What follows belongs to an exercise in optimizing a design on an open flow for small area; a production flow would make more cautious choices. The RTL was checked by simulation tests, not by an equivalence proof against the original design.

## flow/design.v (module list and top-level ports; edited modules follow where they fit)
// module Top_FFT: 2510 lines
module Top_FFT #(parameter INTEGER_SIZE = 8, FRACT_SIZE = 8, NFFT = 128) (
    input  wire clk, rst,
    input  wire start_FFT,
    input  wire signed [INTEGER_SIZE+FRACT_SIZE-1:0] serial_in_r, serial_in_i,
    output wire signed [INTEGER_SIZE+FRACT_SIZE-1:0] serial_out_r, serial_out_i,
    output wire end_FFT, data_valid_FFT
);
  // ...
==> flow/run.sh <==
#!/bin/bash
# synth_recipe.tcl (not shown) runs the flow's synth.tcl, then flattens the netlist and writes it again
# the make line also repeats each setting of config.mk as NAME=value (left out here)
make -C /OpenROAD-flow-scripts/flow DESIGN_CONFIG=/design/flow/config.mk WORK_HOME=/design/flow/orfs CLKGATE_MAP_FILE= SYNTH_SCRIPT=/design/flow/synth_recipe.tcl finish
==> flow/config.mk <==
export PLATFORM = sky130hd
export DESIGN_NAME = Top_FFT
export DESIGN_NICKNAME = Top_FFT
export VERILOG_FILES = /design/flow/design.v
export SDC_FILE = /design/flow/constraint.sdc
export NUM_CORES = 4
export LEC_CHECK = 0
export CAP_MARGIN = 5
export CORE_MARGIN = 2
export CORE_UTILIZATION = 45
export CTS_CLUSTER_DIAMETER = 70
export CTS_CLUSTER_SIZE = 32
export PLACE_DENSITY = 0.6
export SLEW_MARGIN = 5
==> flow/constraint.sdc <==
create_clock -name core_clock -period 12.0 [get_ports {clk}]
set_input_delay 2.4000 -clock core_clock [delete_from_list [all_inputs] [get_ports {clk}]]
set_output_delay 2.4000 -clock core_clock [all_outputs]
set_load 0.01 [all_outputs]
==> flow_summary_export.csv, run 1 <==
group,metric,value,unit
run_status,status,"complete, no violations",
layout,final_cell_mix,"4,224 x dfxtp_1, 909 x fa_1, 784 x inv_1, 581 x xnor2_1, 551 x nand2_1",
layout,drive_above_1_share,0.0596,
synthesis,ys_seq_elements,4233,
global_route,grt.overflow.total,0,
sta,fmax,0.0862,GHz
layout,final_common_cell,"dfxtp_1",
synthesis,yosysMostFrequentCell,"dfxtp_1",
worst_setup_path,r2r_start,"cnt[1]$_DFF_PN0_",
routing,ant_nets,0,
synthesis,synth_top_area_frac,0.627,
worst_setup_path,crit_path_max_incr_delay,0.61,ns
die,die_w,551,µm
layout,fin_cells,14500,
layout,dominant_cells,"flip-flops and latches",
layout,final_nets,11800,
layout,nonClkBufAreaFrac,0.0178,
layout,postLayoutCellArea,147000,µm²
placement,gp_congestion,0.957,
die,taps,3939,
worst_setup_path,cp_cell_sequence,"inv_2 -> nor2_1 -> ha_1 -> inv_1 -> fa_1 -> inv_1 -> fa_1 -> fa_1 -> fa_1 -> fa_1 -> fa_1 -> fa_1 -> fa_1 -> fa_1 -> fa_1 -> fa_1 -> fa_1 -> fa_1 -> fa_1 -> xor2_1 -> xnor2_1 -> clkdlybuf4s50_1",
worst_setup_path,critPathMaxFanout,18,
worst_setup_path,r2r_slack,1.03,ns
placement,place_area,141000,µm²
die,coreArea,298000,µm²
sta,holdWs,0.279,ns
layout,largest_reg_flops,2048,
layout,largest_registers,"s1_dl x2048, s2_dl x1024, s3_dl x512",
synthesis,synthesis.nets,11700,
die,die_area,304000,µm²
sta,setup_viol,0,
min_path,min_from,"s1_dl[1047]$_DFF_P_",
global_route,grt_max_degree,86,
cts,cts_setup_buffers,0,
synthesis,yosys_warnings,1,
worst_setup_path,r2r_end,"s5_in_i[15]$_DFF_P_",
==> run 2, diff against run 1 <==
--- a/flow/design.v
+++ b/flow/design.v
@@ -912,17 +912,101 @@
 assign {m1_n472, m1_n471} = m1_n368 + m1_n423 + m1_n422;
 assign {m1_n474, m1_n473} = m1_n372 + m1_n425 + m1_n424;
 assign {m1_n476, m1_n475} = m1_n376 + m1_n427 + m1_n426;
 assign {m1_n478, m1_n477} = m1_n380 + m1_n429 + m1_n428;
 assign {m1_n480, m1_n479} = m1_n384 + m1_n431 + m1_n430;
 assign {m1_n482, m1_n481} = m1_n388 + m1_n433 + m1_n432;
 wire [23:0] m1_rx = {m1_n481, m1_n479, m1_n477, m1_n475, m1_n473, m1_n471, m1_n469, m1_n467, m1_n465, m1_n463, m1_n461, m1_n459, m1_n457, m1_n455, m1_n453, m1_n451, m1_n449, m1_n447, m1_n445, m1_n443, m1_n441, m1_n439, m1_n437, m1_n389};
 wire [23:0] m1_ry = {m1_n480, m1_n478, m1_n476, m1_n474, m1_n472, m1_n470, m1_n468, m1_n466, m1_n464, m1_n462, m1_n460, m1_n458, m1_n456, m1_n454, m1_n452, m1_n450, m1_n448, m1_n446, m1_n444, m1_n442, m1_n440, m1_n438, m1_n436, m1_n435};
-wire [23:0] m1_rs = m1_rx + m1_ry;
+wire [23:0] m1_rs_p = m1_rx ^ m1_ry;
+wire [23:0] m1_rs_g = m1_rx & m1_ry;
+wire m1_rs_G1 = m1_rs_g[1] | (m1_rs_p[1] & m1_rs_g[0]);
+wire m1_rs_P1 = m1_rs_p[1] & m1_rs_p[0];
+wire m1_rs_G2 = m1_rs_g[3] | (m1_rs_p[3] & m1_rs_g[2]);
+wire m1_rs_P2 = m1_rs_p[3] & m1_rs_p[2];
+wire m1_rs_G3 = m1_rs_g[5] | (m1_rs_p[5] & m1_rs_g[4]);
+wire m1_rs_P3 = m1_rs_p[5] & m1_rs_p[4];
+wire m1_rs_G4 = m1_rs_g[7] | (m1_rs_p[7] & m1_rs_g[6]);
+wire m1_rs_P4 = m1_rs_p[7] & m1_rs_p[6];
+wire m1_rs_G5 = m1_rs_g[9] | (m1_rs_p[9] & m1_rs_g[8]);
+wire m1_rs_P5 = m1_rs_p[9] & m1_rs_p[8];
+wire m1_rs_G6 = m1_rs_g[11] | (m1_rs_p[11] & m1_rs_g[10]);
+wire m1_rs_P6 = m1_rs_p[11] & m1_rs_p[10];
+wire m1_rs_G7 = m1_rs_g[13] | (m1_rs_p[13] & m1_rs_g[12]);
+wire m1_rs_P7 = m1_rs_p[13] & m1_rs_p[12];
+wire m1_rs_G8 = m1_rs_g[15] | (m1_rs_p[15] & m1_rs_g[14]);
+wire m1_rs_P8 = m1_rs_p[15] & m1_rs_p[14];
+wire m1_rs_G9 = m1_rs_g[17] | (m1_rs_p[17] & m1_rs_g[16]);
+wire m1_rs_P9 = m1_rs_p[17] & m1_rs_p[16];
+wire m1_rs_G10 = m1_rs_g[19] | (m1_rs_p[19] & m1_rs_g[18]);
+wire m1_rs_P10 = m1_rs_p[19] & m1_rs_p[18];
+wire m1_rs_G11 = m1_rs_g[21] | (m1_rs_p[21] & m1_rs_g[20]);
+wire m1_rs_P11 = m1_rs_p[21] & m1_rs_p[20];
+wire m1_rs_G12 = m1_rs_g[23] | (m1_rs_p[23] & m1_rs_g[22]);
+wire m1_rs_P12 = m1_rs_p[23] & m1_rs_p[22];
+wire m1_rs_G13 = m1_rs_G2 | (m1_rs_P2 & m1_rs_G1);
+wire m1_rs_P13 = m1_rs_P2 & m1_rs_P1;
+wire m1_rs_G14 = m1_rs_G4 | (m1_rs_P4 & m1_rs_G3);
+wire m1_rs_P14 = m1_rs_P4 & m1_rs_P3;
+wire m1_rs_G15 = m1_rs_G6 | (m1_rs_P6 & m1_rs_G5);
+wire m1_rs_P15 = m1_rs_P6 & m1_rs_P5;
+wire m1_rs_G16 = m1_rs_G8 | (m1_rs_P8 & m1_rs_G7);
+wire m1_rs_P16 = m1_rs_P8 & m1_rs_P7;
+wire m1_rs_G17 = m1_rs_G10 | (m1_rs_P10 & m1_rs_G9);
+wire m1_rs_P17 = m1_rs_P10 & m1_rs_P9;
+wire m1_rs_G18 = m1_rs_G12 | (m1_rs_P12 & m1_rs_G11);
+wire m1_rs_P18 = m1_rs_P12 & m1_rs_P11;
+wire m1_rs_G19 = m1_rs_G14 | (m1_rs_P14 & m1_rs_G13);
+wire m1_rs_P19 = m1_rs_P14 & m1_rs_P13;
+wire m1_rs_G20 = m1_rs_G16 | (m1_rs_P16 & m1_rs_G15);
+wire m1_rs_P20 = m1_rs_P16 & m1_rs_P15;
+wire m1_rs_G21 = m1_rs_G18 | (m1_rs_P18 & m1_rs_G17);
+wire m1_rs_P21 = m1_rs_P18 & m1_rs_P17;
+wire m1_rs_G22 = m1_rs_G20 | (m1_rs_P20 & m1_rs_G19);
+wire m1_rs_P22 = m1_rs_P20 & m1_rs_P19;
+wire m1_rs_G23 = m1_rs_G21 | (m1_rs_P21 & m1_rs_G22);
+wire m1_rs_P23 = m1_rs_P21 & m1_rs_P22;
+wire m1_rs_G24 = m1_rs_G15 | (m1_rs_P15 & m1_rs_G19);
+wire m1_rs_P24 = m1_rs_P15 & m1_rs_P19;
+wire m1_rs_G25 = m1_rs_G17 | (m1_rs_P17 & m1_rs_G22);
+wire m1_rs_P25 = m1_rs_P17 & m1_rs_P22;
+wire m1_rs_G26 = m1_rs_G3 | (m1_rs_P3 & m1_rs_G13);
+wire m1_rs_P26 = m1_rs_P3 & m1_rs_P13;
+wire m1_rs_G27 = m1_rs_G5 | (m1_rs_P5 & m1_rs_G19);
+wire m1_rs_P27 = m1_rs_P5 & m1_rs_P19;
+wire m1_rs_G28 = m1_rs_G7 | (m1_rs_P7 & m1_rs_G24);
+wire m1_rs_P28 = m1_rs_P7 & m1_rs_P24;
+wire m1_rs_G29 = m1_rs_G9 | (m1_rs_P9 & m1_rs_G22);
+wire m1_rs_P29 = m1_rs_P9 & m1_rs_P22;
+wire m1_rs_G30 = m1_rs_G11 | (m1_rs_P11 & m1_rs_G25);
+wire m1_rs_P30 = m1_rs_P11 & m1_rs_P25;
+wire m1_rs_G31 = m1_rs_g[2] | (m1_rs_p[2] & m1_rs_G1);
+wire m1_rs_P31 = m1_rs_p[2] & m1_rs_P1;
+wire m1_rs_G32 = m1_rs_g[4] | (m1_rs_p[4] & m1_rs_G13);
+wire m1_rs_P32 = m1_rs_p[4] & m1_rs_P13;
+wire m1_rs_G33 = m1_rs_g[6] | (m1_rs_p[6] & m1_rs_G26);
+wire m1_rs_P33 = m1_rs_p[6] & m1_rs_P26;
+wire m1_rs_G34 = m1_rs_g[8] | (m1_rs_p[8] & m1_rs_G19);
+wire m1_rs_P34 = m1_rs_p[8] & m1_rs_P19;
+wire m1_rs_G35 = m1_rs_g[10] | (m1_rs_p[10] & m1_rs_G27);
+wire m1_rs_P35 = m1_rs_p[10] & m1_rs_P27;
+wire m1_rs_G36 = m1_rs_g[12] | (m1_rs_p[12] & m1_rs_G24);
+wire m1_rs_P36 = m1_rs_p[12] & m1_rs_P24;
+wire m1_rs_G37 = m1_rs_g[14] | (m1_rs_p[14] & m1_rs_G28);
+wire m1_rs_P37 = m1_rs_p[14] & m1_rs_P28;
+wire m1_rs_G38 = m1_rs_g[16] | (m1_rs_p[16] & m1_rs_G22);
+wire m1_rs_P38 = m1_rs_p[16] & m1_rs_P22;
+wire m1_rs_G39 = m1_rs_g[18] | (m1_rs_p[18] & m1_rs_G29);
+wire m1_rs_P39 = m1_rs_p[18] & m1_rs_P29;
+wire m1_rs_G40 = m1_rs_g[20] | (m1_rs_p[20] & m1_rs_G25);
+wire m1_rs_P40 = m1_rs_p[20] & m1_rs_P25;
+wire m1_rs_G41 = m1_rs_g[22] | (m1_rs_p[22] & m1_rs_G30);
+wire m1_rs_P41 = m1_rs_p[22] & m1_rs_P30;
+wire [23:0] m1_rs = {(m1_rs_p[23] ^ m1_rs_G41), (m1_rs_p[22] ^ m1_rs_G30), (m1_rs_p[21] ^ m1_rs_G40), (m1_rs_p[20] ^ m1_rs_G25), (m1_rs_p[19] ^ m1_rs_G39), (m1_rs_p[18] ^ m1_rs_G29), (m1_rs_p[17] ^ m1_rs_G38), (m1_rs_p[16] ^ m1_rs_G22), (m1_rs_p[15] ^ m1_rs_G37), (m1_rs_p[14] ^ m1_rs_G28), (m1_rs_p[13] ^ m1_rs_G36), (m1_rs_p[12] ^ m1_rs_G24), (m1_rs_p[11] ^ m1_rs_G35), (m1_rs_p[10] ^ m1_rs_G27), (m1_rs_p[9] ^ m1_rs_G34), (m1_rs_p[8] ^ m1_rs_G19), (m1_rs_p[7] ^ m1_rs_G33), (m1_rs_p[6] ^ m1_rs_G26), (m1_rs_p[5] ^ m1_rs_G32), (m1_rs_p[4] ^ m1_rs_G13), (m1_rs_p[3] ^ m1_rs_G31), (m1_rs_p[2] ^ m1_rs_G1), (m1_rs_p[1] ^ m1_rs_g[0]), m1_rs_p[0]};
 wire [15:0] m1_r = m1_rs[23:8];
 assign m1_n483 = (((m1_db[1] & m1_ar[0]) | (m1_db[0] & 1'b0)) ^ ~m1_db[2]);
 assign m1_n484 = (((m1_db[1] & m1_ar[1]) | (m1_db[0] & m1_ar[0])) ^ ~m1_db[2]);
 assign m1_n485 = (((m1_db[1] & m1_ar[2]) | (m1_db[0] & m1_ar[1])) ^ ~m1_db[2]);
 assign m1_n486 = (((m1_db[1] & m1_ar[3]) | (m1_db[0] & m1_ar[2])) ^ ~m1_db[2]);
 assign m1_n487 = (((m1_db[1] & m1_ar[4]) | (m1_db[0] & m1_ar[3])) ^ ~m1_db[2]);
 assign m1_n488 = (((m1_db[1] & m1_ar[5]) | (m1_db[0] & m1_ar[4])) ^ ~m1_db[2]);
 assign m1_n489 = (((m1_db[1] & m1_ar[6]) | (m1_db[0] & m1_ar[5])) ^ ~m1_db[2]);
@@ -1246,17 +1330,101 @@
 assign {m1_n954, m1_n953} = m1_n850 + m1_n905 + m1_n904;
 assign {m1_n956, m1_n955} = m1_n854 + m1_n907 + m1_n906;
 assign {m1_n958, m1_n957} = m1_n858 + m1_n909 + m1_n908;
 assign {m1_n960, m1_n959} = m1_n862 + m1_n911 + m1_n910;
 assign {m1_n962, m1_n961} = m1_n866 + m1_n913 + m1_n912;
 assign {m1_n964, m1_n963} = m1_n870 + m1_n915 + m1_n914;
 wire [23:0] m1_ix = {m1_n963, m1_n961, m1_n959, m1_n957, m1_n955, m1_n953, m1_n951, m1_n949, m1_n947, m1_n945, m1_n943, m1_n941, m1_n939, m1_n937, m1_n935, m1_n933, m1_n931, m1_n929, m1_n927, m1_n925, m1_n923, m1_n921, m1_n919, m1_n871};
 wire [23:0] m1_iy = {m1_n962, m1_n960, m1_n958, m1_n956, m1_n954, m1_n952, m1_n950, m1_n948, m1_n946, m1_n944, m1_n942, m1_n940, m1_n938, m1_n936, m1_n934, m1_n932, m1_n930, m1_n928, m1_n926, m1_n924, m1_n922, m1_n920, m1_n918, m1_n917};
-wire [23:0] m1_is = m1_ix + m1_iy;
+wire [23:0] m1_is_p = m1_ix ^ m1_iy;
+wire [23:0] m1_is_g = m1_ix & m1_iy;
+wire m1_is_G1 = m1_is_g[1] | (m1_is_p[1] & m1_is_g[0]);
+wire m1_is_P1 = m1_is_p[1] & m1_is_p[0];
+wire m1_is_G2 = m1_is_g[3] | (m1_is_p[3] & m1_is_g[2]);
+wire m1_is_P2 = m1_is_p[3] & m1_is_p[2];
+wire m1_is_G3 = m1_is_g[5] | (m1_is_p[5] & m1_is_g[4]);
+wire m1_is_P3 = m1_is_p[5] & m1_is_p[4];
+wire m1_is_G4 = m1_is_g[7] | (m1_is_p[7] & m1_is_g[6]);
+wire m1_is_P4 = m1_is_p[7] & m1_is_p[6];
+wire m1_is_G5 = m1_is_g[9] | (m1_is_p[9] & m1_is_g[8]);
+wire m1_is_P5 = m1_is_p[9] & m1_is_p[8];
+wire m1_is_G6 = m1_is_g[11] | (m1_is_p[11] & m1_is_g[10]);
+wire m1_is_P6 = m1_is_p[11] & m1_is_p[10];
+wire m1_is_G7 = m1_is_g[13] | (m1_is_p[13] & m1_is_g[12]);
+wire m1_is_P7 = m1_is_p[13] & m1_is_p[12];
+wire m1_is_G8 = m1_is_g[15] | (m1_is_p[15] & m1_is_g[14]);
+wire m1_is_P8 = m1_is_p[15] & m1_is_p[14];
+wire m1_is_G9 = m1_is_g[17] | (m1_is_p[17] & m1_is_g[16]);
+wire m1_is_P9 = m1_is_p[17] & m1_is_p[16];
+wire m1_is_G10 = m1_is_g[19] | (m1_is_p[19] & m1_is_g[18]);
+wire m1_is_P10 = m1_is_p[19] & m1_is_p[18];
+wire m1_is_G11 = m1_is_g[21] | (m1_is_p[21] & m1_is_g[20]);
+wire m1_is_P11 = m1_is_p[21] & m1_is_p[20];
+wire m1_is_G12 = m1_is_g[23] | (m1_is_p[23] & m1_is_g[22]);
+wire m1_is_P12 = m1_is_p[23] & m1_is_p[22];
+wire m1_is_G13 = m1_is_G2 | (m1_is_P2 & m1_is_G1);
+wire m1_is_P13 = m1_is_P2 & m1_is_P1;
+wire m1_is_G14 = m1_is_G4 | (m1_is_P4 & m1_is_G3);
+wire m1_is_P14 = m1_is_P4 & m1_is_P3;
+wire m1_is_G15 = m1_is_G6 | (m1_is_P6 & m1_is_G5);
+wire m1_is_P15 = m1_is_P6 & m1_is_P5;
+wire m1_is_G16 = m1_is_G8 | (m1_is_P8 & m1_is_G7);
+wire m1_is_P16 = m1_is_P8 & m1_is_P7;
+wire m1_is_G17 = m1_is_G10 | (m1_is_P10 & m1_is_G9);
+wire m1_is_P17 = m1_is_P10 & m1_is_P9;
+wire m1_is_G18 = m1_is_G12 | (m1_is_P12 & m1_is_G11);
+wire m1_is_P18 = m1_is_P12 & m1_is_P11;
+wire m1_is_G19 = m1_is_G14 | (m1_is_P14 & m1_is_G13);
+wire m1_is_P19 = m1_is_P14 & m1_is_P13;
+wire m1_is_G20 = m1_is_G16 | (m1_is_P16 & m1_is_G15);
+wire m1_is_P20 = m1_is_P16 & m1_is_P15;
+wire m1_is_G21 = m1_is_G18 | (m1_is_P18 & m1_is_G17);
+wire m1_is_P21 = m1_is_P18 & m1_is_P17;
+wire m1_is_G22 = m1_is_G20 | (m1_is_P20 & m1_is_G19);
+wire m1_is_P22 = m1_is_P20 & m1_is_P19;
+wire m1_is_G23 = m1_is_G21 | (m1_is_P21 & m1_is_G22);
+wire m1_is_P23 = m1_is_P21 & m1_is_P22;
+wire m1_is_G24 = m1_is_G15 | (m1_is_P15 & m1_is_G19);
+wire m1_is_P24 = m1_is_P15 & m1_is_P19;
+wire m1_is_G25 = m1_is_G17 | (m1_is_P17 & m1_is_G22);
+wire m1_is_P25 = m1_is_P17 & m1_is_P22;
+wire m1_is_G26 = m1_is_G3 | (m1_is_P3 & m1_is_G13);
+wire m1_is_P26 = m1_is_P3 & m1_is_P13;
+wire m1_is_G27 = m1_is_G5 | (m1_is_P5 & m1_is_G19);
+wire m1_is_P27 = m1_is_P5 & m1_is_P19;
+wire m1_is_G28 = m1_is_G7 | (m1_is_P7 & m1_is_G24);
+wire m1_is_P28 = m1_is_P7 & m1_is_P24;
+wire m1_is_G29 = m1_is_G9 | (m1_is_P9 & m1_is_G22);
+wire m1_is_P29 = m1_is_P9 & m1_is_P22;
+wire m1_is_G30 = m1_is_G11 | (m1_is_P11 & m1_is_G25);
+wire m1_is_P30 = m1_is_P11 & m1_is_P25;
+wire m1_is_G31 = m1_is_g[2] | (m1_is_p[2] & m1_is_G1);
+wire m1_is_P31 = m1_is_p[2] & m1_is_P1;
+wire m1_is_G32 = m1_is_g[4] | (m1_is_p[4] & m1_is_G13);
+wire m1_is_P32 = m1_is_p[4] & m1_is_P13;
+wire m1_is_G33 = m1_is_g[6] | (m1_is_p[6] & m1_is_G26);
+wire m1_is_P33 = m1_is_p[6] & m1_is_P26;
+wire m1_is_G34 = m1_is_g[8] | (m1_is_p[8] & m1_is_G19);
+wire m1_is_P34 = m1_is_p[8] & m1_is_P19;
+wire m1_is_G35 = m1_is_g[10] | (m1_is_p[10] & m1_is_G27);
+wire m1_is_P35 = m1_is_p[10] & m1_is_P27;
+wire m1_is_G36 = m1_is_g[12] | (m1_is_p[12] & m1_is_G24);
+wire m1_is_P36 = m1_is_p[12] & m1_is_P24;
+wire m1_is_G37 = m1_is_g[14] | (m1_is_p[14] & m1_is_G28);
+wire m1_is_P37 = m1_is_p[14] & m1_is_P28;
+wire m1_is_G38 = m1_is_g[16] | (m1_is_p[16] & m1_is_G22);
+wire m1_is_P38 = m1_is_p[16] & m1_is_P22;
+wire m1_is_G39 = m1_is_g[18] | (m1_is_p[18] & m1_is_G29);
+wire m1_is_P39 = m1_is_p[18] & m1_is_P29;
+wire m1_is_G40 = m1_is_g[20] | (m1_is_p[20] & m1_is_G25);
+wire m1_is_P40 = m1_is_p[20] & m1_is_P25;
+wire m1_is_G41 = m1_is_g[22] | (m1_is_p[22] & m1_is_G30);
+wire m1_is_P41 = m1_is_p[22] & m1_is_P30;
+wire [23:0] m1_is = {(m1_is_p[23] ^ m1_is_G41), (m1_is_p[22] ^ m1_is_G30), (m1_is_p[21] ^ m1_is_G40), (m1_is_p[20] ^ m1_is_G25), (m1_is_p[19] ^ m1_is_G39), (m1_is_p[18] ^ m1_is_G29), (m1_is_p[17] ^ m1_is_G38), (m1_is_p[16] ^ m1_is_G22), (m1_is_p[15] ^ m1_is_G37), (m1_is_p[14] ^ m1_is_G28), (m1_is_p[13] ^ m1_is_G36), (m1_is_p[12] ^ m1_is_G24), (m1_is_p[11] ^ m1_is_G35), (m1_is_p[10] ^ m1_is_G27), (m1_is_p[9] ^ m1_is_G34), (m1_is_p[8] ^ m1_is_G19), (m1_is_p[7] ^ m1_is_G33), (m1_is_p[6] ^ m1_is_G26), (m1_is_p[5] ^ m1_is_G32), (m1_is_p[4] ^ m1_is_G13), (m1_is_p[3] ^ m1_is_G31), (m1_is_p[2] ^ m1_is_G1), (m1_is_p[1] ^ m1_is_g[0]), m1_is_p[0]};
 wire [15:0] m1_i = m1_is[23:8];
 wire m2_s3 = ~s3_b && (s3_j != 4'd0);
 wire m2_s4push = ~s4_l[4] && s4_b;
 wire m2_s4pop = ~s4_l[4];
 wire signed [15:0] m2_ar = m2_s3 ? s3_ar : m2_s4push ? s4_dr : s4_ar;
 wire signed [15:0] m2_ai = m2_s3 ? s3_ai : m2_s4push ? s4_di : s4_ai;
 wire [5:0] m2_k = m2_s3 ? {s3_j, 2'b00} : {s4_j, 3'b000};
 reg [14:0] m2_da, m2_db;
==> flow/config.mk (replaced) <==
export PLATFORM = sky130hd
export DESIGN_NAME = Top_FFT
export DESIGN_NICKNAME = Top_FFT
export VERILOG_FILES = /design/flow/design.v
export SDC_FILE = /design/flow/constraint.sdc
export NUM_CORES = 4
export LEC_CHECK = 0
export CAP_MARGIN = 5
export CORE_MARGIN = 2
export CORE_UTILIZATION = 60
export CTS_CLUSTER_DIAMETER = 70
export CTS_CLUSTER_SIZE = 32
export PLACE_DENSITY = 0.7
export SLEW_MARGIN = 5
==> flow_summary_export.csv, run 2 <==
group,metric,value,unit
run_status,status,"complete, no violations",
layout,final_core_util,0.650,
die,initial_core_util,0.604,
synthesis,synthTopCellsByArea,"dfxtp_1 63%, fa_1 14%, xnor2_1 3.9%",
synthesis,synthesis.nets,11600,
worst_setup_path,critPathMaxFanout,8,
synthesis,yosysMostFrequentCell,"dfxtp_1",
routing,routed.top_layer,"met4",
cts,cts.sinks,4233,
sta,finalMaxSlewViolations,0,
synthesis,ys_seq_area_frac,0.631,
synthesis,synth_top_area_frac,0.629,
routing,ant_nets,0,
die,rows,173,
cts,root_buffer,"clkbuf_16",
synthesis,syn_inst,10300,
synthesis,async_flop_share,0.00213,
placement,placed_cells,13100,
worst_setup_path,crit_required,9.60,ns
worst_setup_path,end_kind,"output pin",
layout,area_growth,7.55,%
synthesis,yosys_warnings,1,
routing,firstDrtPassIters,5,
cts,h-tree-depth,4,
layout,largest_reg_flops,2048,
sta,fmax,0.0884,GHz
sta,relSlewSlack,0.206,
cts,cts-buffers-inserted,171,
worst_setup_path,critPathKind,"register to output pin",
sta,skew,0.0903,ns
worst_setup_path,crit_family,"adder cells",
worst_setup_path,arrival,8.91,ns
global_route,grt_util_all_layers,0.240,
routing,wire_per_inst,20.1,µm
placement,place_area,139000,µm²
routing,drt_iter0_drc,5308,
worst_setup_path,cpMostUsedCell,"fa_1",
cts,tritoncts,"done",
worst_setup_path,cp_cell_sequence,"clkinv_2 -> buf_4 -> nor2_1 -> ha_1 -> inv_1 -> fa_1 -> inv_1 -> fa_1 -> fa_1 -> fa_1 -> fa_1 -> fa_1 -> fa_1 -> fa_1 -> fa_1 -> fa_1 -> fa_1 -> fa_1 -> fa_1 -> fa_1 -> xor2_1 -> xnor2_1 -> clkdlybuf4s50_1",
routing,vias_per_cell,5.17,
sta,min_period,11.31,ns
job,cap_violations,0,
sta,grt_setup_unrepaired,"no",
layout,postLayoutCellArea,145000,µm²
global_route,grt_first_pass_wirelength,423,mm
placement,dpl.hpwl,189,mm
placement,gp_congestion,0.928,
cts,clkSlewWorstSetupHoldPaths,0.11,ns
cts,post_cts_resized,0,
layout,final_cell_mix,"4,224 x dfxtp_1, 925 x fa_1, 796 x inv_1, 588 x xnor2_1, 486 x nor2_1",
cts,cts_max_path_buffers,3,
layout,drive_above_1_share,0.0561,
sta,hold_viol,0,
layout,fin_cells,13400,
cts,postCtsHoldBufs,0,
global_route,antenna_found_initial,4,
layout,final_nets,11600,
placement,portBuffers,68,
routing,wl_met1,125,mm
synthesis,ys_seq_elements,4233,
sta,tightest_slew,1.19,ns
global_route,grt.overflow.total,0,
min_path,min_path_type,"register to register",
synthesis,yosysTopAreaCell,"dfxtp_1",
die,coreArea,223000,µm²
die,die_w,477,µm
synthesis,synth_flop_cell,"dfxtp_1",
routing,drt_wl_total,269,mm
synthesis,synth.cell_area,134000,µm²
worst_setup_path,crit_path_max_incr_delay,0.62,ns
routing,vias,69100,
layout,largest_registers,"s1_dl x2048, s2_dl x1024, s3_dl x512",
cts,clkLatencyLatePin,0.88,ns
layout,regMostFlops,"s1_dl",
die,io_pins,69,
routing,met3WireLength,15.8,mm
sta,tns,0,ns
synthesis,yosys-top-cells-count,"4,224 x dfxtp_1, 925 x fa_1, 796 x inv_1, 595 x xnor2_1, 491 x nor2_1",
die,die_area,228000,µm²
layout,multi_input_area,45200,µm²
synthesis,synthDistinctLibCells,87,
layout,final_common_cell,"dfxtp_1",
global_route,grt_max_degree,85,
sta,finalCritPeriodShare,0.943,
synthesis,synth-edff-count,0,
worst_setup_path,worst_path_max_delay_cell,"dfrtp_4",
layout,seq_area,84800,µm²
layout,fill_cells,16600,
routing,drcViolationCount,0,
sta,setup_viol,0,
global_route,grt_pass1_vias,71600,
routing,wl_met2,119,mm
worst_setup_path,crit_path_start_kind,"register",
synthesis,syn_avg_cell_area,13.1,µm²
worst_setup_path,crit_buf_inv,5,
cts,cts_setup_buffers,0,
die,die_y,477,µm
## run 2: cell types whose count changed after synthesis, moves of 16 or more
cell	delta
a21o_1	-29
and2_1	+39
a211oi_1	-24
nand2_1	-70
nand3_1	-17
o22ai_1	-113
o21ai_0	+30
a21oi_1	+37
fa_1	+16
nor2b_1	+28
nor3_1	-16
a22oi_1	+80
## run 2: area by class of cell
| cell class | count | share of cell area |
|---|---|---|
| flip-flops and latches | 4233 | 0.586 |
| multi-input cells | 4811 | 0.313 |
| clock buffers | 175 | 0.0298 |
| well taps | 2975 | 0.0257 |
| inverters | 810 | 0.0210 |
| repair buffers | 288 | 0.0161 |
| clock inverters | 56 | 0.00811 |
| diodes | 5 | 0.0000865 |
## run 2: worst paths after layout
| kind | depth (start not counted) | from | slack [ns] | end |
|---|---|---|---|---|
| min in group asynchronous | 1 | rst | 1.80 | cnt[5]$_DFF_PN0_ |
| worst min register to register | 0 | s3_dl[30]$_DFF_P_ | 0.24 | s3_dl[62]$_DFF_P_ |
| worst min-delay path | 0 | s3_dl[30]$_DFF_P_ | 0.24 | s3_dl[62]$_DFF_P_ |
| worst max register to register | 44 | s4_dl[240]$_DFF_P_ | 0.97 | s4_in_r[15]$_DFF_P_ |
| worst max-delay path | 23 | cnt[0]$_DFF_PN0_ | 0.69 | serial_out_i[15] |
| max in group asynchronous | 1 | rst | 9.89 | cnt[0]$_DFF_PN0_ |
## run 2: worst register-to-register path: cells and delay by family (launching register included)
kind            cells  cell delay [ns]
compound gates     20             4.71
xor+xnor            6             1.02
fa+ha+maj          10             4.19
buf+inv             7             0.55
flops               1             0.36
simple gates        1             0.10
## run 2: metrics by stage
stage,hold WS [ns],setup WS (ns)
3_3_place_gp,0.310,0.176
2_1_floorplan,0.310,1.44
4_1_cts,0.237,0.496
6_report,0.244,0.689
3_5_place_dp,0.312,0.0864
5_1_grt,0.222,0.218
## run 2: metal layers
layer	vias to the layer above	GRT usage
met5	-	0
met2	1968	0.370
met1	34100	0.349
met4	0	0.0783
met3	432	0.0374
li1	32600	-
## run 2: cells by family after synthesis
kind of cell               after synthesis  synth area share
xor gates and xnor gates               753            0.0491
adders and majority gates             1267             0.170
DFF                                   4233             0.631
AOI/OAI and AO/OA                     1405            0.0639
and+or+nand+nor                       1245            0.0397
buffers and inverters                 1260            0.0365
muxes                                  141            0.0107
==> run 3, diff against run 2 <==
--- a/flow/config.mk
+++ b/flow/config.mk
@@ -8,7 +8,8 @@
 export CAP_MARGIN = 5
 export CORE_MARGIN = 2
 export CORE_UTILIZATION = 60
-export CTS_CLUSTER_DIAMETER = 70
-export CTS_CLUSTER_SIZE = 32
+export CTS_BUF_LIST = sky130_fd_sc_hd__clkbuf_8
+export CTS_CLUSTER_DIAMETER = 60
+export CTS_CLUSTER_SIZE = 16
 export PLACE_DENSITY = 0.7
 export SLEW_MARGIN = 5
==> flow_summary_export.csv, run 3 <==
group,metric,value,unit
die,die_area,228000,µm²
worst_setup_path,critPathKind,"register to output pin",
synthesis,yosysTopAreaCell,"dfxtp_1",
worst_setup_path,crit_path_start_kind,"register",
cts,post_cts_resized,0,
die,rows,173,
layout,final_core_util,0.648,
sta,fin_ws,0.548,ns
synthesis,syn_inst,10300,
sta,relSlewSlack,0.220,
synthesis,yosysMostFrequentCell,"dfxtp_1",
worst_setup_path,reg2reg_depth,44,
worst_setup_path,crit_required,9.60,ns
layout,largest_registers,"s1_dl x2048, s2_dl x1024, s3_dl x512",
placement,portBuffers,68,
routing,drt_wl_total,269,mm
sta,finalCritPeriodShare,0.954,
cts,clkLatencyLatePin,1.11,ns
synthesis,synth_top_area_frac,0.629,
cts,tritoncts,"done",
cts,postCtsHoldBufs,0,
sta,setup_viol,0,
sta,skew,0.139,ns
cts,cts_setup_buffers,0,
layout,final_nets,11800,
die,initial_core_util,0.604,
synthesis,ys_seq_area_frac,0.631,
routing,firstDrtPassIters,9,
routing,drcViolationCount,0,
global_route,grt.overflow.total,0,
layout,largest_reg_flops,2048,
sta,fmax,0.0873,GHz
cts,root_buffer,"clkbuf_8",
global_route,grt_util_all_layers,0.241,
die,io_pins,69,
worst_setup_path,worst_path_max_delay_cell,"dfrtp_4",
synthesis,yosys-top-cells-count,"4,224 x dfxtp_1, 925 x fa_1, 796 x inv_1, 595 x xnor2_1, 491 x nor2_1",
synthesis,synthDistinctLibCells,87,
synthesis,synth-edff-count,0,
worst_setup_path,critPathMaxFanout,8,
layout,drive_above_1_share,0.0688,
sta,tightest_slew,1.17,ns
global_route,grt_max_degree,85,
global_route,antenna_found_initial,7,
synthesis,yosys_warnings,1,
placement,gp_congestion,0.928,
worst_setup_path,crit_path_max_incr_delay,0.60,ns
min_path,min_from,"s1_dl[1852]$_DFF_P_",
sta,finalMaxSlewViolations,0,
die,die_w,477,µm
routing,ant_nets,0,
synthesis,async_flop_share,0.00213,
cts,clkSlewWorstSetupHoldPaths,0.10,ns
worst_setup_path,r2r_start,"s4_dl[240]$_DFF_P_",
placement,place_area,139000,µm²
die,coreArea,223000,µm²
synthesis,synthTopCellsByArea,"dfxtp_1 63%, fa_1 14%, xnor2_1 3.9%",
die,die_y,477,µm
layout,regMostFlops,"s1_dl",
sta,hold_viol,0,
routing,drt_iter0_drc,5227,
cts,cts_max_path_buffers,4,
cts,h-tree-depth,5,
global_route,grt_pass1_vias,72900,
cts,cts.sinks,4233,
layout,final_cell_mix,"4,224 x dfxtp_1, 925 x fa_1, 801 x inv_1, 588 x xnor2_1, 486 x nor2_1",
routing,vias,69900,
synthesis,ys_seq_elements,4233,
placement,dpl.hpwl,189,mm
synthesis,syn_avg_cell_area,13.1,µm²
run_status,status,"complete, no violations",
layout,area_growth,7.25,%
placement,placed_cells,13100,
routing,wire_per_inst,20.0,µm
synthesis,synth_flop_cell,"dfxtp_1",
min_path,hold_end,"s1_dl[1884]$_DFF_P_",
layout,postLayoutCellArea,144000,µm²
synthesis,synthesis.nets,11600,
min_path,holdPathStages,0,
worst_setup_path,cpMostUsedCell,"fa_1",
worst_setup_path,r2r_slack,1.05,ns
worst_setup_path,end_kind,"output pin",
layout,final_common_cell,"dfxtp_1",
worst_setup_path,cp_cell_sequence,"clkinv_2 -> buf_4 -> nor2_1 -> ha_1 -> inv_1 -> fa_1 -> inv_1 -> fa_1 -> fa_1 -> fa_1 -> fa_1 -> fa_1 -> fa_1 -> fa_1 -> fa_1 -> fa_1 -> fa_1 -> fa_1 -> fa_1 -> fa_1 -> xor2_1 -> xnor2_1 -> clkdlybuf4s50_1",
global_route,grt_first_pass_wirelength,425,mm
layout,fin_cells,13500,
worst_setup_path,arrival,9.05,ns
placement,place_ws,0.0864,ns
routing,vias_per_cell,5.18,
worst_setup_path,r2r_end,"s4_in_r[15]$_DFF_P_",
cts,cts-buffers-inserted,328,
job,cap_violations,0,
sta,min_period,11.45,ns
sta,tns,0,ns
synthesis,synth.cell_area,134000,µm²
sta,grt_setup_unrepaired,"no",
min_path,min_path_type,"register to register",
run 3: cell counts after synthesis:
Identical to the previous run, type by type.
run 3: final cells by class:
type	instances	area (µm²)
well taps	2975	3720
repair buffers	288	2330
clock inverters	39	470
diodes	7	17.5
multi-input cells	4811	45200
flip-flops and latches	4233	84800
clock buffers	335	4610
inverters	810	3040
fillers	16600	78300
run 3: kinds of logic (layout without fill, tap and decap cells):
group | count (synthesis) | after routing | share of synthesized area
compound gates | 1405 | 1405 | 0.0639
flops | 4233 | 4233 | 0.631
other cells | 0 | 7 | 0
simple gates | 1245 | 1245 | 0.0397
xor+xnor | 753 | 753 | 0.0491
mux | 141 | 141 | 0.0107
buf+inv | 1260 | 1472 | 0.0365
fa+ha+maj | 1267 | 1267 | 0.170
run 3: metal layers:
metal  up-vias  share of wire  track usage
met2      2095           0.44        0.368
met5         -              0            0
met4         0          0.040       0.0912
met1     34400           0.46        0.347
li1      32800              -            -
met3       548          0.061       0.0402
run 3: metrics by stage:
step / hold slack [ns]
floorplan: 0.310
global placement: 0.310
detailed placement: 0.312
CTS: 0.214
global route: 0.229
finish: 0.223
run 3: how the worst max path moves through the flow:
| stage | from | endpoint | slack [ns] | cells after the start |
|---|---|---|---|---|
| 2_1_floorplan | serial_in_r[0] | s1_dl[15]$_DFF_P_ | 1.44 | 38 |
| 3_3_place_gp | serial_in_r[0] | s1_dl[15]$_DFF_P_ | 0.18 | 39 |
| 3_5_place_dp | serial_in_r[0] | s3_in_r[15]$_DFF_P_ | 0.09 | 40 |
| 4_1_cts | cnt[0]$_DFF_PN0_ | serial_out_i[15] | 0.30 | 23 |
| 5_1_grt | cnt[0]$_DFF_PN0_ | serial_out_i[15] | 0.07 | 23 |
| 6_report | cnt[0]$_DFF_PN0_ | serial_out_i[15] | 0.55 | 23 |
run 3: worst max-delay path: cells and delay by family, from the launching register on:
| family | cells | cell delay, ns |
|---|---|---|
| flops | 1 | 0.60 |
| simple gates | 1 | 0.08 |
| xor+xnor | 2 | 0.33 |
| buf+inv | 5 | 1.06 |
| fa+ha+maj | 15 | 5.89 |
==> run 4, diff against run 3 <==
--- a/flow/config.mk
+++ b/flow/config.mk
@@ -9,7 +9,7 @@
 export CORE_MARGIN = 2
 export CORE_UTILIZATION = 60
 export CTS_BUF_LIST = sky130_fd_sc_hd__clkbuf_8
-export CTS_CLUSTER_DIAMETER = 60
-export CTS_CLUSTER_SIZE = 16
+export CTS_CLUSTER_DIAMETER = 50
+export CTS_CLUSTER_SIZE = 20
 export PLACE_DENSITY = 0.7
 export SLEW_MARGIN = 5
==> flow_summary_export.csv, run 4 <==
group,metric,value,unit
layout,postLayoutCellArea,145000,µm²
sta,grt_setup_unrepaired,"no",
cts,postCtsHoldBufs,0,
routing,firstDrtPassIters,6,
worst_setup_path,crit_required,9.60,ns
routing,drt_wl_total,270,mm
placement,portBuffers,68,
cts,cts.sinks,4233,
die,die_area,228000,µm²
min_path,min_path_type,"register to register",
placement,place_ws,0.0864,ns
sta,skew,0.130,ns
die,die_w,477,µm
worst_setup_path,cpMostUsedCell,"fa_1",
cts,cts_setup_buffers,0,
worst_setup_path,cp_cell_sequence,"clkinv_2 -> buf_4 -> nor2_1 -> ha_1 -> inv_1 -> fa_1 -> inv_1 -> fa_1 -> fa_1 -> fa_1 -> fa_1 -> fa_1 -> fa_1 -> fa_1 -> fa_1 -> fa_1 -> fa_1 -> fa_1 -> fa_1 -> fa_1 -> xor2_1 -> xnor2_1 -> clkdlybuf4s50_1",
synthesis,synthTopCellsByArea,"dfxtp_1 63%, fa_1 14%, xnor2_1 3.9%",
sta,hold_viol,0,
layout,largest_reg_flops,2048,
sta,holdWs,0.262,ns
run_status,status,"complete, no violations",
layout,drive_above_1_share,0.0710,
synthesis,synth-edff-count,0,
sta,min_period,11.41,ns
sta,tns,0,ns
sta,setup_viol,0,
cts,post_cts_resized,0,
routing,ant_nets,0,
sta,tightest_slew,1.20,ns
cts,clkSlewWorstSetupHoldPaths,0.11,ns
worst_setup_path,worst_path_max_delay_cell,"dfrtp_4",
global_route,grt_util_all_layers,0.241,
synthesis,synthesis.nets,11600,
routing,vias,69800,
die,initial_core_util,0.604,
placement,gp_congestion,0.928,
synthesis,syn_inst,10300,
layout,area_growth,7.55,%
routing,drcViolationCount,0,
die,io_pins,69,
worst_setup_path,critPathKind,"register to output pin",
synthesis,yosysMostFrequentCell,"dfxtp_1",
routing,vias_per_cell,5.16,
synthesis,synth_flop_cell,"dfxtp_1",
routing,drt_iter0_drc,5274,
layout,final_cell_mix,"4,224 x dfxtp_1, 925 x fa_1, 817 x inv_1, 588 x xnor2_1, 486 x nor2_1",
cts,clkLatencyLatePin,1.08,ns
worst_setup_path,end_kind,"output pin",
sta,finalCritPeriodShare,0.951,
global_route,grt_pass1_vias,72800,
routing,wire_per_inst,19.9,µm
synthesis,async_flop_share,0.00213,
sta,fmax,0.0877,GHz
synthesis,synth_top_area_frac,0.629,
sta,finalMaxSlewViolations,0,
layout,final_nets,11700,
cts,cts_max_path_buffers,4,
synthesis,ys_seq_elements,4233,
worst_setup_path,critPathMaxFanout,8,
global_route,use_met2,0.366,
layout,largest_registers,"s1_dl x2048, s2_dl x1024, s3_dl x512",
cts,h-tree-depth,5,
die,die_y,477,µm
global_route,grt_max_degree,85,
synthesis,synthDistinctLibCells,87,
synthesis,ys_seq_area_frac,0.631,
synthesis,yosys_warnings,1,
die,rows,173,
global_route,antenna_found_initial,4,
worst_setup_path,crit_path_max_incr_delay,0.61,ns
cts,cts-buffers-inserted,300,
worst_setup_path,crit_family,"adder cells",
global_route,groute.layer.met3.usage,0.0429,
worst_setup_path,arrival,9.01,ns
worst_setup_path,crit_path_start_kind,"register",
placement,dpl.hpwl,189,mm
global_route,grt_first_pass_wirelength,425,mm
layout,regMostFlops,"s1_dl",
synthesis,synth.cell_area,134000,µm²
placement,place_area,139000,µm²
die,coreArea,223000,µm²
cts,root_buffer,"clkbuf_8",
sta,relSlewSlack,0.201,
worst_setup_path,crit_buf_inv,5,
global_route,grt.overflow.total,0,
sta,fin_ws,0.594,ns
global_route,use_met1,0.346,
synthesis,yosys-top-cells-count,"4,224 x dfxtp_1, 925 x fa_1, 796 x inv_1, 595 x xnor2_1, 491 x nor2_1",
synthesis,yosysTopAreaCell,"dfxtp_1",
synthesis,syn_avg_cell_area,13.1,µm²
job,cap_violations,0,
global_route,grt_most_used_layer,"met2",
layout,final_common_cell,"dfxtp_1",
cts,tritoncts,"done",
## run 4: cell types whose count changed in the layout (fill, tap and decap cells not counted), moves of 2 or more
cell,delta
clkbuf_8,-25
inv_1,+16
clkinv_2,+9
clkinv_4,+9
clkinv_8,+9
inv_16,+7
bufinv_16,+6
inv_6,+6
clkinvlp_4,+4
inv_8,+4
inv_12,-2
## run 4: cells by family after synthesis
kind of cell               after synthesis  synth area share
xor gates and xnor gates               753            0.0491
DFF                                   4233             0.631
buffers and inverters                 1260            0.0365
and+or+nand+nor                       1245            0.0397
adders and majority gates             1267             0.170
muxes                                  141            0.0107
AOI/OAI and AO/OA                     1405            0.0639
## run 4: worst paths after layout
kind,startpoint,end,slack (ns),cells after the start
worst max-delay path,cnt[0]$_DFF_PN0_,serial_out_i[15],0.59,23
worst min-delay path,s2_dl[561]$_DFF_P_,s2_dl[593]$_DFF_P_,0.26,0
worst max register to register,s4_dl[240]$_DFF_P_,s4_in_r[15]$_DFF_P_,1.08,44
worst min register to register,s2_dl[561]$_DFF_P_,s2_dl[593]$_DFF_P_,0.26,0
max in group asynchronous,rst,cnt[0]$_DFF_PN0_,9.98,1
min in group asynchronous,rst,cnt[8]$_DFF_PN0_,1.70,1
## run 4: final cells by class
type	count	area [µm²]
Timing Repair Buffer	288	2330
Clock buffer	310	4270
Sequential cell	4233	84800
Tap cell	2975	3720
Clock inverter	107	1220
Inverter	810	3040
Antenna cell	8	20.0
Fill cell	16600	77900
Multi-Input combinational cell	4811	45200
## run 4: per-layer routing
layer / wire length (µm) / share of wire
met1: 125000 / 0.46
met2: 118000 / 0.44
met3: 16100 / 0.060
met4: 10700 / 0.040
met5: 0 / 0
## run 4: stage by stage
stage,util,instances
2_1_floorplan,-,10300
3_3_place_gp,0.625,13100
4_1_cts,0.650,13500
6_report,0.650,13500
3_5_place_dp,0.625,13100
5_1_grt,0.650,13500
==> run 5, diff against run 4 <==
--- a/flow/config.mk
+++ b/flow/config.mk
@@ -7,9 +7,9 @@
 export LEC_CHECK = 0
 export CAP_MARGIN = 5
 export CORE_MARGIN = 2
-export CORE_UTILIZATION = 60
+export CORE_UTILIZATION = 65
 export CTS_BUF_LIST = sky130_fd_sc_hd__clkbuf_8
-export CTS_CLUSTER_DIAMETER = 50
-export CTS_CLUSTER_SIZE = 20
-export PLACE_DENSITY = 0.7
+export CTS_CLUSTER_DIAMETER = 60
+export CTS_CLUSTER_SIZE = 16
+export PLACE_DENSITY = 0.72
 export SLEW_MARGIN = 5
==> flow_summary_export.csv, run 5 <==
group,metric,value,unit
run_status,status,"complete, no violations",
synthesis,synth_flop_cell,"dfxtp_1",
cts,root_buffer,"clkbuf_8",
synthesis,yosysMostFrequentCell,"dfxtp_1",
worst_setup_path,cpMostUsedCell,"fa_1",
layout,final_nets,11700,
die,coreArea,205000,µm²
synthesis,yosysTopAreaCell,"dfxtp_1",
layout,largest_registers,"s1_dl x2048, s2_dl x1024, s3_dl x512",
synthesis,synthTopCellsByArea,"dfxtp_1 63%, fa_1 14%, xnor2_1 3.9%",
layout,final_cell_mix,"4,224 x dfxtp_1, 925 x fa_1, 802 x inv_1, 588 x xnor2_1, 486 x nor2_1",
sta,finalMaxSlewViolations,0,
worst_setup_path,critPathMaxFanout,48,
layout,final_core_util,0.700,
min_path,min_path_type,"register to register",
synthesis,syn_avg_cell_area,13.1,µm²
layout,fill_cells,14000,
sta,hold_viol,0,
routing,routed.top_layer,"met5",
global_route,grt_pass1_vias,73800,
worst_setup_path,crit_family,"adder cells",
worst_setup_path,crit_required,9.60,ns
sta,skew,0.114,ns
global_route,grt_max_degree,83,
cts,clkSlewWorstSetupHoldPaths,0.09,ns
placement,dpl.hpwl,183,mm
worst_setup_path,crit_path_max_incr_delay,0.57,ns
placement,placed_cells,12800,
layout,largest_reg_flops,2048,
cts,post_cts_resized,0,
synthesis,synthDistinctLibCells,87,
synthesis,synthesis.nets,11600,
worst_setup_path,crit_buf_inv,5,
sta,relSlewSlack,0.169,
layout,drive_above_1_share,0.0660,
synthesis,yosys_warnings,1,
routing,ant_nets,0,
routing,drcViolationCount,0,
cts,cts-buffers-inserted,327,
routing,drt_iter0_drc,5293,
layout,fin_cells,13200,
global_route,grt.overflow.total,0,
routing,wire_per_inst,20.1,µm
routing,firstDrtPassIters,6,
die,io_pins,69,
sta,finalCritPeriodShare,0.950,
die,initial_core_util,0.655,
synthesis,synth.cell_area,134000,µm²
sta,setup_viol,0,
cts,cts_max_path_buffers,4,
die,die_area,211000,µm²
routing,met3WireLength,17.3,mm
sta,tightest_slew,1.25,ns
layout,regMostFlops,"s1_dl",
sta,tns,0,ns
worst_setup_path,cp_cell_sequence,"clkinv_2 -> buf_12 -> nor2_1 -> ha_1 -> inv_1 -> fa_1 -> inv_1 -> fa_1 -> fa_1 -> fa_1 -> fa_1 -> fa_1 -> fa_1 -> fa_1 -> fa_1 -> fa_1 -> fa_1 -> fa_1 -> fa_1 -> fa_1 -> xor2_1 -> xnor2_1 -> clkdlybuf4s50_1",
worst_setup_path,crit_path_start_kind,"register",
synthesis,ys_seq_area_frac,0.631,
cts,clkLatencyLatePin,1.12,ns
global_route,antenna_found_initial,10,
cts,cts_setup_buffers,0,
die,rows,166,
global_route,grt_util_all_layers,0.259,
layout,final_common_cell,"dfxtp_1",
cts,cts.sinks,4233,
placement,portBuffers,68,
synthesis,synth-edff-count,0,
cts,postCtsHoldBufs,0,
global_route,grt_first_pass_wirelength,422,mm
worst_setup_path,critPathKind,"register to output pin",
routing,wl_met1,120,mm
placement,gp_congestion,0.948,
routing,vias,69900,
die,die_y,459,µm
cts,h-tree-depth,5,
synthesis,ys_seq_elements,4233,
sta,holdWs,0.241,ns
worst_setup_path,arrival,9.00,ns
cts,tritoncts,"done",
synthesis,synth_top_area_frac,0.629,
worst_setup_path,end_kind,"output pin",
synthesis,syn_inst,10300,
sta,min_period,11.40,ns
job,cap_violations,0,
synthesis,async_flop_share,0.00213,
worst_setup_path,worst_path_max_delay_cell,"clkdlybuf4s50_1",
die,die_w,459,µm
sta,grt_setup_unrepaired,"no",
layout,area_growth,6.84,%
routing,drt_wl_total,265,mm
routing,vias_per_cell,5.30,
routing,wl_met2,117,mm
sta,fmax,0.0877,GHz
synthesis,yosys-top-cells-count,"4,224 x dfxtp_1, 925 x fa_1, 796 x inv_1, 595 x xnor2_1, 491 x nor2_1",
worst_setup_path,r2r_slack,0.91,ns
[run 5: cell counts after synthesis]
Identical to the previous run, type by type.
[run 5: routing by layer]
layer / global-route usage / up-vias
li1: - / 32800
met3: 0.0512 / 504
met2: 0.396 / 2150
met1: 0.369 / 34400
met4: 0.0973 / 4
met5: 0 / -
[run 5: logic make-up (layout without fill, tap and decap cells)]
logic type	Yosys count	in the layout	share of synthesized area
xor+xnor	753	753	0.0491
other cells	0	7	0
flops	4233	4233	0.631
mux	141	141	0.0107
simple gates	1245	1245	0.0397
fa+ha+maj	1267	1267	0.170
buf+inv	1260	1441	0.0365
compound gates	1405	1405	0.0639
[run 5: worst paths after layout]
path | start | to | cells after the start
max | cnt[0]$_DFF_PN0_ | serial_out_r[15] | 23
min | s1_dl[701]$_DFF_P_ | s1_dl[733]$_DFF_P_ | 0
max reg2reg | cnt[6]$_DFF_PN0_ | s3_in_r[15]$_DFF_P_ | 35
min reg2reg | s1_dl[701]$_DFF_P_ | s1_dl[733]$_DFF_P_ | 0
max in group asynchronous | rst | cnt[0]$_DFF_PN0_ | 1
min in group asynchronous | rst | cnt[6]$_DFF_PN0_ | 1
[run 5: per-stage QoR]
stage | setup WS [ns] | cell area (µm²)
2_1_floorplan | 1.44 | 134000
3_3_place_gp | 0.306 | 139000
3_5_place_dp | 0.196 | 139000
4_1_cts | 0.426 | 144000
5_1_grt | 0.0232 | 144000
6_report | 0.600 | 144000
[run 5: cell type report]
| class | count | area (µm²) | share of cell area |
|---|---|---|---|
| diodes | 7 | 17.5 | 0.000122 |
| inverters | 810 | 3040 | 0.0212 |
| clock inverters | 44 | 526 | 0.00366 |
| well taps | 2688 | 3360 | 0.0234 |
| repair buffers | 252 | 2100 | 0.0146 |
| clock buffers | 335 | 4610 | 0.0321 |
| multi-input cells | 4811 | 45200 | 0.315 |
| flip-flops and latches | 4233 | 84800 | 0.590 |
[run 5: worst reg2reg max path: cells and delay by family, from the launching register on]
family / cells / cell delay [ns]
and+or+nand+nor: 3 / 0.67
buffers and inverters: 4 / 1.05
DFF: 1 / 0.63
muxes: 1 / 0.09
AOI/OAI and AO/OA: 13 / 3.75
adders and majority gates: 9 / 3.85
xor gates and xnor gates: 5 / 0.85
==> run 6, diff against run 5 <==
--- a/flow/config.mk
+++ b/flow/config.mk
@@ -9,7 +9,7 @@
 export CORE_MARGIN = 2
 export CORE_UTILIZATION = 65
 export CTS_BUF_LIST = sky130_fd_sc_hd__clkbuf_8
-export CTS_CLUSTER_DIAMETER = 60
-export CTS_CLUSTER_SIZE = 16
+export CTS_CLUSTER_DIAMETER = 70
+export CTS_CLUSTER_SIZE = 14
 export PLACE_DENSITY = 0.72
 export SLEW_MARGIN = 5
==> flow_summary_export.csv, run 6 <==
group,metric,value,unit
run_status,status,"complete, no violations",
layout,area_growth,6.94,%
synthesis,yosysMostFrequentCell,"dfxtp_1",
cts,post_cts_resized,0,
synthesis,async_flop_share,0.00213,
layout,final_common_cell,"dfxtp_1",
sta,fmax,0.0879,GHz
synthesis,yosys_warnings,1,
routing,drt_wl_total,264,mm
die,rows,166,
worst_setup_path,r2r_end,"s3_in_r[15]$_DFF_P_",
sta,tns,0,ns
cts,postCtsHoldBufs,0,
layout,fill_cells,14000,
global_route,grt.overflow.total,0,
placement,dpl.hpwl,183,mm
min_path,holdPathStages,0,
placement,place_ws,0.196,ns
sta,finalMaxSlewViolations,0,
sta,skew,0.125,ns
sta,finalCritPeriodShare,0.948,
die,die_y,459,µm
routing,vias,70000,
worst_setup_path,r2r_slack,1.06,ns
layout,drive_above_1_share,0.0675,
synthesis,ys_seq_area_frac,0.631,
routing,vias_per_cell,5.31,
layout,regMostFlops,"s1_dl",
die,die_area,211000,µm²
sta,hold_viol,0,
synthesis,synthTopCellsByArea,"dfxtp_1 63%, fa_1 14%, xnor2_1 3.9%",
cts,tritoncts,"done",
worst_setup_path,reg2reg_depth,35,
min_path,min_path_type,"register to register",
sta,min_period,11.38,ns
worst_setup_path,critPathKind,"register to output pin",
global_route,grt_first_pass_wirelength,423,mm
placement,portBuffers,68,
die,coreArea,205000,µm²
min_path,min_from,"s2_dl[450]$_DFF_P_",
cts,clkLatencyLatePin,1.12,ns
synthesis,synthDistinctLibCells,87,
job,cap_violations,0,
cts,cts_setup_buffers,0,
die,io_pins,69,
synthesis,synth.cell_area,134000,µm²
sta,setup_viol,0,
sta,fin_ws,0.620,ns
cts,cts-buffers-inserted,359,
die,initial_core_util,0.655,
global_route,grt_util_all_layers,0.259,
layout,largest_reg_flops,2048,
worst_setup_path,arrival,8.98,ns
worst_setup_path,r2r_start,"cnt[6]$_DFF_PN0_",
layout,largest_registers,"s1_dl x2048, s2_dl x1024, s3_dl x512",
cts,root_buffer,"clkbuf_8",
routing,wire_per_inst,20.0,µm
layout,final_nets,11800,
global_route,grt_max_degree,83,
worst_setup_path,end_kind,"output pin",
synthesis,synthesis.nets,11600,
global_route,grt_pass1_vias,73900,
sta,grt_setup_unrepaired,"no",
placement,gp_congestion,0.948,
worst_setup_path,crit_path_start_kind,"register",
sta,relSlewSlack,0.161,
cts,h-tree-depth,5,
routing,drt_iter0_drc,5304,
routing,firstDrtPassIters,6,
worst_setup_path,crit_required,9.60,ns
min_path,hold_end,"s2_dl[482]$_DFF_P_",
sta,tightest_slew,1.26,ns
synthesis,ys_seq_elements,4233,
global_route,antenna_found_initial,11,
worst_setup_path,critPathMaxFanout,48,
cts,cts.sinks,4233,
synthesis,syn_inst,10300,
cts,clkSlewWorstSetupHoldPaths,0.08,ns
worst_setup_path,crit_path_start,"cnt[0]$_DFF_PN0_",
synthesis,yosysTopAreaCell,"dfxtp_1",
synthesis,synth-edff-count,0,
die,die_w,459,µm
routing,ant_nets,0,
synthesis,synth_flop_cell,"dfxtp_1",
routing,drcViolationCount,0,
synthesis,syn_avg_cell_area,13.1,µm²
cts,cts_max_path_buffers,4,
synthesis,yosys-top-cells-count,"4,224 x dfxtp_1, 925 x fa_1, 796 x inv_1, 595 x xnor2_1, 491 x nor2_1",
layout,final_cell_mix,"4,224 x dfxtp_1, 925 x fa_1, 801 x inv_1, 588 x xnor2_1, 486 x nor2_1",
synthesis,synth_top_area_frac,0.629,
[run 6: cell counts after synthesis]
Identical to the previous run, type by type.
[run 6: worst max-delay path: stages, from the launching register on]
cell	delay, ns
dfrtp_4	0.48
clkinv_2	0.07
buf_12	0.22
nor2_1	0.10
ha_1	0.20
inv_1	0.08
fa_1	0.17
inv_1	0.05
fa_1	0.42
fa_1	0.44
fa_1	0.43
fa_1	0.43
fa_1	0.43
fa_1	0.43
fa_1	0.43
fa_1	0.42
fa_1	0.44
fa_1	0.43
fa_1	0.43
fa_1	0.44
fa_1	0.42
xor2_1	0.18
xnor2_1	0.17
clkdlybuf4s50_1	0.57
[run 6: worst max path at each step]
| stage | cells after the start | end |
|---|---|---|
| after floorplan | 38 | s1_dl[15]$_DFF_P_ |
| after global placement | 39 | s3_in_r[15]$_DFF_P_ |
| after detailed placement | 39 | s3_in_r[15]$_DFF_P_ |
| after CTS | 23 | serial_out_r[15] |
| after global routing | 23 | serial_out_i[15] |
| final | 23 | serial_out_r[15] |
[run 6: cell families (layout without fill, tap and decap cells)]
family	Yosys count	in the layout	share of synthesized area
mux	141	141	0.0107
compound gates	1405	1405	0.0639
simple gates	1245	1245	0.0397
fa+ha+maj	1267	1267	0.170
flops	4233	4233	0.631
xor+xnor	753	753	0.0491
other cells	0	7	0
buf+inv	1260	1457	0.0365
[run 6: final cells by class]
type                       count  area, µm²  area share
antenna                        7       17.5    0.000122
clock buffer                 363       5000      0.0347
clock inverter                32        279     0.00194
inverter                     810       3040      0.0212
multi-input combinational   4811      45200       0.314
sequential                  4233      84800       0.590
tap                         2688       3360      0.0234
timing repair buffer         252       2100      0.0146
[run 6: metal layers]
layer | wire [µm] | global-route usage | share of wire
met5 | 27 | 0 | 0.00010
met4 | 10600 | 0.103 | 0.040
met3 | 17400 | 0.0475 | 0.066
met2 | 117000 | 0.396 | 0.44
met1 | 119000 | 0.370 | 0.45
[run 6: metrics by stage]
step | utilization | hold slack (ns) | std cells | cell area (µm²)
after floorplan | - | 0.310 | 10300 | 134000
after global placement | 0.675 | 0.310 | 12800 | 139000
after detailed placement | 0.675 | 0.312 | 12800 | 139000
after CTS | 0.701 | 0.233 | 13200 | 144000
after global routing | 0.701 | 0.246 | 13200 | 144000
final | 0.701 | 0.255 | 13200 | 144000

[separate check: timing with driven ports]
The results above use ideal ports. As a check the final layouts listed here were re-extracted and re-timed, cells and wires unchanged.
Step 1 sets driving cells, clkbuf_16 on the clock port and buf_2 on the other inputs (assumed; they add their load-dependent delay and slew).
Step 2 also shifts input and output timing later by t, the mid clock arrival at the registers, as if the neighbouring blocks saw the same clock.
Slacks: ideal / step 1 / step 2; pairs: ideal / step 1.
run | t (ns) | setup WS [ns] | worst hold slack (ns) | latest minus earliest clock arrival (ns) | worst data-port slew with drivers (ns)
run 1 | 0.978 | 0.393 / 0.298 / 0.407 | 0.279 / 0.279 / 0.279 | 0.083 / 0.083 | 0.24
run 2 | 0.921 | 0.689 / 0.600 / -0.022 | 0.244 / 0.244 / 0.244 | 0.091 / 0.091 | 0.22
run 3 | 1.122 | 0.548 / 0.465 / -0.079 | 0.223 / 0.223 / 0.223 | 0.142 / 0.142 | 0.23
run 4 | 1.104 | 0.594 / 0.504 / -0.019 | 0.262 / 0.262 / 0.262 | 0.136 / 0.136 | 0.21
run 5 | 1.155 | 0.600 / 0.504 / 0.094 | 0.241 / 0.241 / 0.241 | 0.117 / 0.117 | 0.18
run 6 | 1.139 | 0.620 / 0.534 / 0.169 | 0.255 / 0.255 / 0.255 | 0.133 / 0.134 | 0.18
With both steps, setup timing fails in run 2, run 3 and run 4, where it was met with ideal ports. For run 2, which loses most, drivers alone change the setup slack by -0.089 ns; drivers and shift together by -0.711 ns.
